Context: an optimization exercise on an open-source flow, tuned for small area, a short achievable clock period and few clock cycles per item. The choices shown serve that exercise and are no tape-out recipe.
The RTL was checked by simulation tests, not by an equivalence proof against the original design.

## the reference run
// division
module division(input clk, input rst, input start, input [31:0] dividendo, divisor,
                output [31:0] cociente, residuo, output done);
Settings: LEC_CHECK=0, CAP_MARGIN=20, CORE_MARGIN=2, CORE_UTILIZATION=40, PLACE_DENSITY=0.6, SETUP_SLACK_MARGIN=5, SLEW_MARGIN=20; clock period 10.0 ns.
standard.sh (not shown) runs the stock make flow with config.mk's settings and CLKGATE_MAP_FILE= SYNTH_SCRIPT=/design/flow/synth_recipe.tcl, a recipe that flattens the netlist after the stock synthesis.
==> flow/flow/run.sh <==
#!/bin/bash
# Standard layout with smaller port buffers and a tighter repair target.
bash standard.sh SETUP_SLACK_MARGIN=5 "BUFFER_PORTS_ARGS=-buffer_cell sky130_fd_sc_hd__buf_1" ABC_AREA=1 finish > standard.log 2>&1
Testbench counts of the reference run, summed over its fixed seeds: cycles 12,906, items 4,000.
## Diff of input files: the trial run against the reference run
==> flow/flow/run.sh <==
#!/bin/bash
# Standard layout with smaller port buffers and a tighter repair target.
bash standard.sh SETUP_SLACK_MARGIN=6 "BUFFER_PORTS_ARGS=-buffer_cell sky130_fd_sc_hd__buf_1" ABC_AREA=1 ADDER_MAP_FILE= finish > standard.log 2>&1
==> comparison <==
Between the reference run and the trial run, the difference in clock latency on the worst-skew pair is negligible. The trial run ended up with a lower number of library cell types mapped by synthesis than the reference run did. Cmp the trial run vs the reference run: synthesized-area fraction occupied by ao, oa, aoi and oai cells lower in the trial run. The maximum fanout along the worst path of the trial run exceeds that of the reference run by 3. Comparing the reference run and the trial run, fraction of area in multi-input gates is lower on the trial run. On the trial run: number of clock buffer instances in the layout is 1 lower than what the reference run gave. The standard cells in the trial run occupy more silicon area than those in the reference run do. The trial run reports a lower final worst-path cycle share than the reference run does. Compared with the reference run, the trial run shows a higher worst setup slack after layout.

* * *

Setup of JK:
Starting RTL as in the previous note.
==> flow/design.v (excerpt) <==
module division(input clk, input rst, input start, input [31:0] dividendo, divisor,
                output [31:0] cociente, residuo, output done);
==> flow/config.mk <==
export PLATFORM = sky130hd
export DESIGN_NAME = division
export DESIGN_NICKNAME = division
export VERILOG_FILES = /design/flow/design.v
export SDC_FILE = /design/flow/constraint.sdc
export NUM_CORES = 4
export LEC_CHECK = 0
export CAP_MARGIN = 20
export CORE_MARGIN = 2
export CORE_UTILIZATION = 40
export PLACE_DENSITY = 0.6
export SETUP_SLACK_MARGIN = 4
export SLEW_MARGIN = 20
==> flow/constraint.sdc <==
create_clock -name core_clock -period 10.0 [get_ports {clk}]
set_input_delay 2.0000 -clock core_clock [delete_from_list [all_inputs] [get_ports {clk}]]
set_output_delay 2.0000 -clock core_clock [all_outputs]
set_load 0.01 [all_outputs]
==> flow/flow/run.sh <==
#!/bin/bash
# The standard layout (standard.sh) with three changes to how it is made:
# - synthesis maps with ABC on a delay-targeted, area-recovering script
#   (flow/abc_custom.script) and without the adder cell step;
# - ports are buffered with the smallest buffer;
# - repair_timing aims at setup margin 4 ns.
# Each ORFS step keeps its own log under orfs/logs; make's output goes to standard.log.
set -euo pipefail
F=$(pwd)/flow
bash standard.sh SETUP_SLACK_MARGIN=4 "BUFFER_PORTS_ARGS=-buffer_cell sky130_fd_sc_hd__buf_1" ADDER_MAP_FILE= SYNTH_SCRIPT=$F/synth_custom.tcl CUSTOM_ABC_SCRIPT=$F/abc_custom.script  finish > standard.log 2>&1
==> flow/flow/abc_custom.script <==
strash
dch
map -D 3000
topo
stime -c
buffer -c
upsize -c -D 3000
dnsize -c -D 3000
==> flow/flow/synth_custom.tcl <==
# The standard flow's synthesis script (ORFS synthesis without the fsm and share passes,
# flattened, function nets renamed), with ABC run on a delay-targeted
# area-recovering script instead of the default one.
proc synth {args} { yosys synth -nofsm -noshare {*}$args }
proc abc {args} {
  set i [lsearch -exact $args -script]
  if { $i >= 0 } {
    set args [lreplace $args [expr {$i + 1}] [expr {$i + 1}] $::env(CUSTOM_ABC_SCRIPT)]
  }
  yosys abc {*}$args
}
source $::env(SCRIPTS_DIR)/synth.tcl
# left out here: clear keep_hierarchy, flatten, clean up, hide names made inside functions, write 1_2_yosys.v
Testbench counts of JK, summed over its fixed seeds: cycles 12,906, items 4,000.
Changes in MS relative to JK:
Settings: SETUP_SLACK_MARGIN changed from 4 to 5.
==> flow/flow/run.sh <==
#!/bin/bash
# Standard layout, with repair_timing aiming at a larger setup margin.
bash standard.sh SETUP_SLACK_MARGIN=6  finish > standard.log 2>&1
removed: flow/flow/abc_custom.script
removed: flow/flow/synth_custom.tcl
[summary]
- Per the comparison of MS with JK, number of filler instances in the final layout shows a reduction of about 25%, number of flops mapped to enable cells by yosys has remained practically unchanged, final cell count fell by 10, deepest level of the CTS H-tree closely matched the old numbers.
- [compare] base=JK new=MS: wire length reported by the detailed router +39%, clock skew fell 0.0032 ns, final hold slack shows an increase of 0.042 ns.
- Status | MS and JK | clean

* * *

Setup of run A:
The RTL this note starts from:
==> flow/design.v <==
module division(input clk, input rst, input start, input [31:0] dividendo, divisor,
                output [31:0] cociente, residuo, output done);
reg [15:0] rem;       
reg [16:0] dv;        
reg [15:0] quo;       
reg [2:0]  cnt;       
reg        busy, done_r;
function [4:0] lzc16(input [15:0] v);
  integer k;
  reg found;
  begin
    lzc16 = 5'd16;
    found = 1'b0;
    for (k = 15; k >= 0; k = k - 1)
      if (!found && v[k]) begin
        lzc16 = 5'd15 - k[4:0];
        found = 1'b1;
      end
  end
endfunction
wire [15:0] n_in = dividendo[15:0];
wire [15:0] d_in = divisor[15:0];
wire [4:0]  lzn  = lzc16(n_in);
wire [4:0]  lzd  = lzc16(d_in);
wire [5:0]  diff = {1'b0, lzd} - {1'b0, lzn};         
wire [4:0]  jr   = {1'b0, diff[3:0]} + 5'd1;
wire [3:0]  jh   = lzd[4] ? 4'd8 : (diff[5] ? 4'd0 : jr[4:1]);   
wire [16:0] dv0  = {1'b0, d_in} << {jh, 1'b0};
wire        ge1 = ~dv[16] && (rem >= dv[15:0]);
wire [15:0] r1  = ge1 ? rem - dv[15:0] : rem;
wire        ge2 = (r1 >= dv[16:1]);
wire [15:0] r2  = ge2 ? r1 - dv[16:1] : r1;
always @(posedge clk) begin
  done_r <= 1'b0;
  if (rst) begin
    busy <= 1'b0;
  end else if (!busy) begin
    if (start) begin
      if (jh == 4'd0)
        done_r <= 1'b1;
      else
        busy <= 1'b1;
    end
  end else if (cnt == 3'd0) begin
    busy   <= 1'b0;
    done_r <= 1'b1;
  end
end
always @(posedge clk) begin
  if (!busy) begin
    rem <= n_in;
    dv  <= dv0;
    quo <= 16'd0;
    cnt <= jh[2:0] - 3'd1;
  end else begin
    rem <= r2;
    dv  <= {2'b0, dv[16:2]};
    quo <= {quo[13:0], ge1, ge2};
    cnt <= cnt - 3'd1;
  end
end
assign cociente = {16'd0, quo[14:0], ge1};
assign residuo  = {17'd0, r1[14:0]};
assign done     = done_r;
endmodule
export LEC_CHECK = 0
export CAP_MARGIN = 20
export CORE_MARGIN = 2
export CORE_UTILIZATION = 40
export PLACE_DENSITY = 0.6
export SETUP_SLACK_MARGIN = 5
export SLEW_MARGIN = 20
create_clock -name core_clock -period 10.0 [get_ports {clk}]
==> flow/flow/run.sh <==
#!/bin/bash
# Standard layout with smaller port buffers and a tighter repair target.
bash standard.sh SETUP_SLACK_MARGIN=5 "BUFFER_PORTS_ARGS=-buffer_cell sky130_fd_sc_hd__buf_1"  finish > standard.log 2>&1
Testbench counts of run A, summed over its fixed seeds: cycles 12,906, items 4,000.
Input changes introduced in run B (baseline for comparison: run A):
# run A
export LEC_CHECK = 0
export CAP_MARGIN = 20
export CORE_MARGIN = 2
export CORE_UTILIZATION = 40
export PLACE_DENSITY = 0.6
export SETUP_SLACK_MARGIN = 5
export SLEW_MARGIN = 20
create_clock -name core_clock -period 10.0 [get_ports {clk}]
# run B
export LEC_CHECK = 0
export CAP_MARGIN = 20
export CORE_MARGIN = 2
export CORE_UTILIZATION = 40
export PLACE_DENSITY = 0.6
export SETUP_SLACK_MARGIN = 4
export SLEW_MARGIN = 20
create_clock -name core_clock -period 10.0 [get_ports {clk}]
==> flow/flow/run.sh <==
#!/bin/bash
# The standard layout (standard.sh) with three changes to how it is made:
# - synthesis maps with ABC on a delay-targeted, area-recovering script
#   (flow/abc_custom.script) and without the adder cell step;
# - ports are buffered with the smallest buffer;
# - repair_timing aims at setup margin 4 ns.
# Each ORFS step keeps its own log under orfs/logs; make's output goes to standard.log.
set -euo pipefail
F=$(pwd)/flow
bash standard.sh SETUP_SLACK_MARGIN=4 "BUFFER_PORTS_ARGS=-buffer_cell sky130_fd_sc_hd__buf_1" ADDER_MAP_FILE= SYNTH_SCRIPT=$F/synth_custom.tcl CUSTOM_ABC_SCRIPT=$F/abc_custom.script  finish > standard.log 2>&1
==> flow/flow/abc_custom.script (new file) <==
strash
dch
map -D 2500
topo
stime -c
buffer -c
upsize -c -D 2500
dnsize -c -D 2500
==> flow/flow/synth_custom.tcl (new file) <==
# The standard flow's synthesis script (ORFS synthesis without the fsm and share passes,
# flattened, function nets renamed), with ABC run on a delay-targeted
# area-recovering script instead of the default one.
proc synth {args} { yosys synth -nofsm -noshare {*}$args }
proc abc {args} {
  set i [lsearch -exact $args -script]
  if { $i >= 0 } {
    set args [lreplace $args [expr {$i + 1}] [expr {$i + 1}] $::env(CUSTOM_ABC_SCRIPT)]
  }
  yosys abc {*}$args
}
source $::env(SCRIPTS_DIR)/synth.tcl
# left out here: clear keep_hierarchy, flatten, clean up, hide names made inside functions, write 1_2_yosys.v
[summary]
Run B vs run A: share of synthesized cell area in and, or, nand and nor gates up. dv[8]$_DFF_P_ as the worst setup path endpoint was reported by run A, and dv[4]$_DFF_P_ by run B. Final core utilization was lower in run B than in run A. Cell depth of the worst min-delay path: lower on run A.
### run B -> run C
# run B
export LEC_CHECK = 0
export CAP_MARGIN = 20
export CORE_MARGIN = 2
export CORE_UTILIZATION = 40
export PLACE_DENSITY = 0.6
export SETUP_SLACK_MARGIN = 4
export SLEW_MARGIN = 20
create_clock -name core_clock -period 10.0 [get_ports {clk}]
# run C
export LEC_CHECK = 0
export CAP_MARGIN = 20
export CORE_MARGIN = 2
export CORE_UTILIZATION = 40
export PLACE_DENSITY = 0.6
export SETUP_SLACK_MARGIN = 5
export SLEW_MARGIN = 20
create_clock -name core_clock -period 10.0 [get_ports {clk}]
==> flow/flow/run.sh <==
#!/bin/bash
# Standard layout with smaller port buffers and a tighter repair target.
bash standard.sh SETUP_SLACK_MARGIN=5 "BUFFER_PORTS_ARGS=-buffer_cell sky130_fd_sc_hd__buf_1" ABC_AREA=1 ADDER_MAP_FILE= finish > standard.log 2>&1
removed: flow/flow/abc_custom.script
removed: flow/flow/synth_custom.tcl
Notes after the runs:
Run C vs run B — synthesized cell count climbed by more than a quarter
Post-placement setup slack up 0.25 ns in run C wrt run B
Run C vs. run B: wire length moved up, number of clock buffer instances in the layout higher.
In summary, run C completed successfully, with a layout that passed the timing, design-rule and antenna checks.
diff inputs: run C => run D
==> flow/flow/run.sh <==
#!/bin/bash
# Standard layout with smaller port buffers and a tighter repair target.
bash standard.sh SETUP_SLACK_MARGIN=4 "BUFFER_PORTS_ARGS=-buffer_cell sky130_fd_sc_hd__buf_1"  finish > standard.log 2>&1
Results
Run D completed; timing, DRC and antenna clean
In run D, the layout overhead on the synthesized area came out 0.90 points above the value in run C.
In the tables for run C and run D, synthesized cell count reads lower with run D.
Reported for run C and run D, number of sinks handled by clock tree synthesis turned out identical to the last digit.
Comparing run C and run D, the higher cell count after placement is on run C.
XOR/XNOR share of the synthesized area in run D is 3.6 points above run C.
[compare] base=run C new=run D: core utilization up 1.1 points.
When run D is set beside run C, its count of clock-buffer cells in the layout turns out to be 1 smaller.
Total wirelength of the detailed-routed design, run D vs run C: down by more than 10%

* * *

Starts from the design.v that is shown in full above.
clock: 10.0 ns
lec_check: 0
cap_margin: 20
core_margin: 2
core_utilization: 40
place_density: 0.6
setup_slack_margin: 4
slew_margin: 20
==> flow/flow/run.sh <==
#!/bin/bash
# The standard layout (standard.sh) with three changes to how it is made:
# - synthesis maps with ABC on a delay-targeted, area-recovering script
#   (flow/abc_custom.script) and without the adder cell step;
# - ports are buffered with the smallest buffer;
# - repair_timing aims at setup margin 5 ns.
# Each ORFS step keeps its own log under orfs/logs; make's output goes to standard.log.
set -euo pipefail
F=$(pwd)/flow
bash standard.sh SETUP_SLACK_MARGIN=5 "BUFFER_PORTS_ARGS=-buffer_cell sky130_fd_sc_hd__buf_1" ADDER_MAP_FILE= SYNTH_SCRIPT=$F/synth_custom.tcl CUSTOM_ABC_SCRIPT=$F/abc_custom.script  finish > standard.log 2>&1
==> flow/flow/abc_custom.script <==
strash
dch
map -D 3000
topo
stime -c
buffer -c
upsize -c -D 3000
dnsize -c -D 3000
==> flow/flow/synth_custom.tcl <==
# The standard flow's synthesis script (ORFS synthesis without the fsm and share passes,
# flattened, function nets renamed), with ABC run on a delay-targeted
# area-recovering script instead of the default one.
proc synth {args} { yosys synth -nofsm -noshare {*}$args }
proc abc {args} {
  set i [lsearch -exact $args -script]
  if { $i >= 0 } {
    set args [lreplace $args [expr {$i + 1}] [expr {$i + 1}] $::env(CUSTOM_ABC_SCRIPT)]
  }
  yosys abc {*}$args
}
source $::env(SCRIPTS_DIR)/synth.tcl
# left out here: clear keep_hierarchy, flatten, clean up, hide names made inside functions, write 1_2_yosys.v
Testbench counts at the start, summed over its fixed seeds: cycles 12,906, items 4,000.
Change:
==> flow/flow/run.sh (replaced) <==
#!/bin/bash
# Standard layout with smaller port buffers and a tighter repair target.
bash standard.sh SETUP_SLACK_MARGIN=4 "BUFFER_PORTS_ARGS=-buffer_cell sky130_fd_sc_hd__buf_1" ABC_AREA=1 finish > standard.log 2>&1
--- a/flow/config.mk
+++ b/flow/config.mk
@@ -12 +12 @@
-export SETUP_SLACK_MARGIN = 4
+export SETUP_SLACK_MARGIN = 5
removed: flow/flow/abc_custom.script
removed: flow/flow/synth_custom.tcl
What happened: Sequential cell count stays the same; worst hold slack gets better by 0.015 ns; via count is lower by 11%; clock skew is lower by 0.0059 ns; setup slack gets worse by 0.19 ns; die area is lower by 0.80%; critical path depth is lower by 3.
Change:
==> flow/flow/run.sh (replaced) <==
#!/bin/bash
# Standard layout with smaller port buffers and a tighter repair target.
bash standard.sh SETUP_SLACK_MARGIN=5 "BUFFER_PORTS_ARGS=-buffer_cell sky130_fd_sc_hd__buf_1" ADDER_MAP_FILE= finish > standard.log 2>&1
- The changed run completed without violations
- final area came out higher by 29%
- sequential share of layout area shrinks by 4.0 points
- global-route usage came out higher by 2.3 points
- final cell count rises by 2.2%
- register-to-register slack is better by 0.19 ns
- flip-flop and latch count is unchanged
Change:
==> flow/flow/run.sh (replaced) <==
#!/bin/bash
# Standard layout with smaller port buffers and a tighter repair target.
bash standard.sh SETUP_SLACK_MARGIN=3 "BUFFER_PORTS_ARGS=-buffer_cell sky130_fd_sc_hd__buf_1"  finish > standard.log 2>&1
Worst setup slack loses 0.63 ns.
Routed wire length fell by 17%.
Synthesized cell count fell by 8.2%.
Final cell count goes down by 11%.
Worst hold slack degrades by 0.0043 ns.

re-timing with driven ports:
No port has a modelled driver above. Below, the same layouts with a new extraction and two added sets of constraints.
Step 1: set_driving_cell puts a clkbuf_16 on clk and a buf_2 on each other input, an assumption about the parent block.
Step 2 also shifts input and output timing later by t, the mid clock arrival at the registers, as if the neighbouring blocks saw the same clock.
Three values: no drivers, after step 1, after step 2; two values: the first two.
run | shift t [ns] | setup slack, ns | latest minus earliest clock arrival (ns) | pins driven straight from the clock port
the reference run | 0.334 | 4.639 / 4.641 / 4.308 | 0.007 / 0.007 | 1
the trial run | 0.335 | 5.486 / 5.488 / 5.154 | 0.011 / 0.011 | 1
JK | 0.334 | 4.493 / 4.507 / 4.174 | 0.008 / 0.007 | 1
MS | 0.333 | 4.800 / 4.800 / 4.467 | 0.005 / 0.004 | 1
run A | 0.329 | 4.776 / 4.779 / 4.450 | 0.009 / 0.009 | 1
run B | 0.331 | 4.478 / 4.485 / 4.154 | 0.007 / 0.006 | 1
run C | 0.330 | 5.278 / 5.240 / 5.030 | 0.009 / 0.009 | 1
run D | 0.330 | 4.324 / 4.342 / 4.012 | 0.008 / 0.009 | 1
the first run of note 4 | 0.334 | 4.603 / 4.599 / 4.265 | 0.009 / 0.010 | 1
the second run of note 4 | 0.329 | 4.416 / 4.421 / 4.092 | 0.003 / 0.003 | 1
the third run of note 4 | 0.338 | 4.757 / 4.720 / 4.767 | 0.005 / 0.005 | 1
the fourth run of note 4 | 0.329 | 4.127 / 4.145 / 3.817 | 0.009 / 0.009 | 1
After both steps every run listed still meets setup and hold. The setup slack of the first run of note 4, which loses most, moves by -0.004 ns with the drivers and by -0.338 ns with both steps.
